From an optimization exercise on the open Yosys and OpenROAD flow, aimed at a short achievable clock period and few clock cycles per item; shortcuts taken in it are not production practice. Only simulation tests tie the RTL to the original design; equivalence was not proved. Power and IR drop assume default switching activity.

## rv32_pipe_cpu
module rv32_pipe_cpu(
    input clk,
    input rst_n,
    output [31:0] imem_addr,
    input  [31:0] imem_rdata,
    output [31:0] dmem_addr,
    output [31:0] dmem_wdata,
    output        dmem_we,
    input  [31:0] dmem_rdata,
    output        debug_wb_have_inst,
    output [31:0] debug_wb_pc,
    output        debug_wb_ena,
    output [4:0]  debug_wb_reg,
    output [31:0] debug_wb_value
);
Size in the first run: roughly 9600 cells after synthesis.
clock: 10.0 ns
lec_check: 0
abc_clock_period_in_ps: 2500
cap_margin: 30
core_margin: 2
core_utilization: 55
cts_cluster_diameter: 80
cts_cluster_size: 20
gpl_timing_driven: 1
slew_margin: 30
standard.sh (not shown) runs the stock make flow with config.mk's settings and CLKGATE_MAP_FILE= SYNTH_SCRIPT=/design/flow/synth_recipe.tcl, a recipe that flattens the netlist after the stock synthesis.
==> flow/flow/run.sh <==
#!/bin/bash
# The standard layout (standard.sh) with the settings in env.sh:
# environment variables, and make variables in MAKE_ARGS.
set -euo pipefail
MAKE_ARGS=()
source flow/env.sh
bash standard.sh "${MAKE_ARGS[@]}" finish > standard.log 2>&1
Other scripts of this flow, unchanged in this note and not shown: flow/flow/env.sh
Testbench counts at the start, summed over its fixed seeds: cycles 28,768, instrs 26,430.
Rerun with:
--- a/flow/design.v
+++ b/flow/design.v
@@ -216,21 +216,21 @@
     wire d_stall = id_valid && ex_valid && ex_is_load &&
                    ((d_use1 && d_e1) || (d_use2 && d_e2));
     wire x_addi_zero = ((ex_a ^ ex_b) == {ex_a[30:0] | ex_b[30:0], 1'b0});
     wire d_fused     = d_br && (d_f3[2:1] == 2'b00) && (d_rs2 == 5'd0) &&
                        ex_valid && ex_is_addi && ex_rf_we && (ex_rd == d_rs1);
     wire d_fz_taken  = d_f3[0] ^ x_addi_zero;
     wire d_redir_seq = d_fused && !d_fz_taken;       
-    wire d_br_redirect = id_valid && !d_stall &&
+    wire d_same      = (d_rs1 == d_rs2);
+    wire d_fwd_take  = (d_f3 == 3'b000) ?  d_same :
+                       (d_f3 == 3'b001) ? !d_same :
+                       (d_f3 == 3'b101) ?  d_same : 1'b0;
+    wire d_redirect  = id_valid && !d_stall &&
                        (d_fused ? (d_fz_taken != id_pred)
-                                : (!id_pred && (d_jal_far || (d_br && id_inst[31]))));
-    wire        d_jr_fuse = d_jalr && ex_valid && ex_is_jal && ex_rf_we && (ex_rd == d_rs1);
-    wire [31:0] d_jr_tgt  = ks_add(ex_pc4, d_immI, 1'b0);
-    wire        d_jr_redirect = id_valid && d_jr_fuse && !id_pred;
-    wire        d_redirect    = d_br_redirect || d_jr_redirect;
+                                : (!id_pred && (d_jal_far || (d_br && (id_inst[31] || d_fwd_take)))));
     wire d_alu  = d_r | d_i;
     wire d_add  = (d_alu && d_f3 == 3'b000) | d_lw | d_sw;
     wire d_sub  = d_r && d_f3 == 3'b000 && id_inst[30];
     wire [7:0] d_rsel = {
         d_jal | d_jalr,                       
         d_lui,                                
         d_alu && d_f3 == 3'b101,              
@@ -276,17 +276,16 @@
     wire [31:0] d_v1 = d_e1 ? x_res : d_m1 ? m_val : d_w1 ? wb_val : d_rf1;
     wire [31:0] d_v2 = d_e2 ? x_res : d_m2 ? m_val : d_w2 ? wb_val : d_rf2;
     assign debug_wb_have_inst = dbg_have;
     assign debug_wb_pc        = wb_pc;
     assign debug_wb_ena       = dbg_ena;
     assign debug_wb_reg       = dbg_reg;
     assign debug_wb_value     = dbg_val;
-    wire [31:0] pc_id = d_stall       ? pc :
-                        d_jr_redirect ? d_jr_tgt :
-                        d_br_redirect ? (d_redir_seq ? d_pc4 : d_target) : f_npc;
+    wire [31:0] pc_id = d_stall    ? pc :
+                        d_redirect ? (d_redir_seq ? d_pc4 : d_target) : f_npc;
     wire [31:0] pc_n = mem_jr_redirect ? (mem_is_jalr ? mem_jr_tgt :
                                           mem_taken   ? mem_target : mem_pc4) : pc_id;
     always @(posedge clk or negedge rst_n) begin
         if (!rst_n)  pc <= 32'hffff_fffc;
         else         pc <= pc_n;
     end
     always @(posedge clk) begin
@@ -343,15 +342,15 @@
         ex_sub       <= d_sub;
         ex_sra       <= id_inst[30];
         ex_rsel      <= d_rsel;
         ex_a         <= d_v1;
         ex_b         <= d_use_imm ? d_imm : d_sub ? ~d_v2 : d_v2;
         ex_sd        <= d_v2;
         ex_target    <= d_target;
-        ex_pnpc      <= d_jr_redirect ? d_jr_tgt : pc;
+        ex_pnpc      <= pc;
     end
     always @(posedge clk or negedge rst_n) begin
         if (!rst_n) begin
             mem_valid       <= 1'b0;
             mem_jr_redirect <= 1'b0;
             mem_alu         <= 32'd0;
         end else begin
Outcome:
- global-route usage came out lower by 1.3 points
- routed wire length falls by 6.3%
- synthesized area drops by 3.1%
- via count drops by 5.8%
- hold slack is better by 0.0070 ns
- maximum frequency goes down by 2.0%
- sequential power is about the same
- combinational power fell by 16%
- register-to-register slack got worse by 0.07 ns
- worst setup slack degrades by 0.068 ns
Testbench counts after the change, summed over its fixed seeds: cycles 28,810, instrs 26,430.

static timing again, ports no longer ideal:
No port has a modelled driver above. Below, the same layouts with a new extraction and two added sets of constraints. Step 1, drivers: a clkbuf_16 drives clk and a buf_2 each remaining input, both assumed. Step 2 moves the port delays by t, midway between the first and last clock arrival at a register: inputs arrive t later, outputs are due t later. That takes back most of the time a late clock gives input paths. a / b / c = ideal / step 1 / step 2; a / b = the first two.
run	shift t [ns]	setup WS [ns]	clock arrival spread, ns	slew at the worst register clock pin (ns)
the first run	0.942	6.584 / 6.495 / 5.925	0.070 / 0.070	0.10 / 0.10
the second run	0.946	6.516 / 6.436 / 6.068	0.051 / 0.051	0.10 / 0.10
After both steps every run listed still meets setup and hold. For the first run, which loses most, drivers alone change the setup slack by -0.089 ns; drivers and shift together by -0.659 ns.
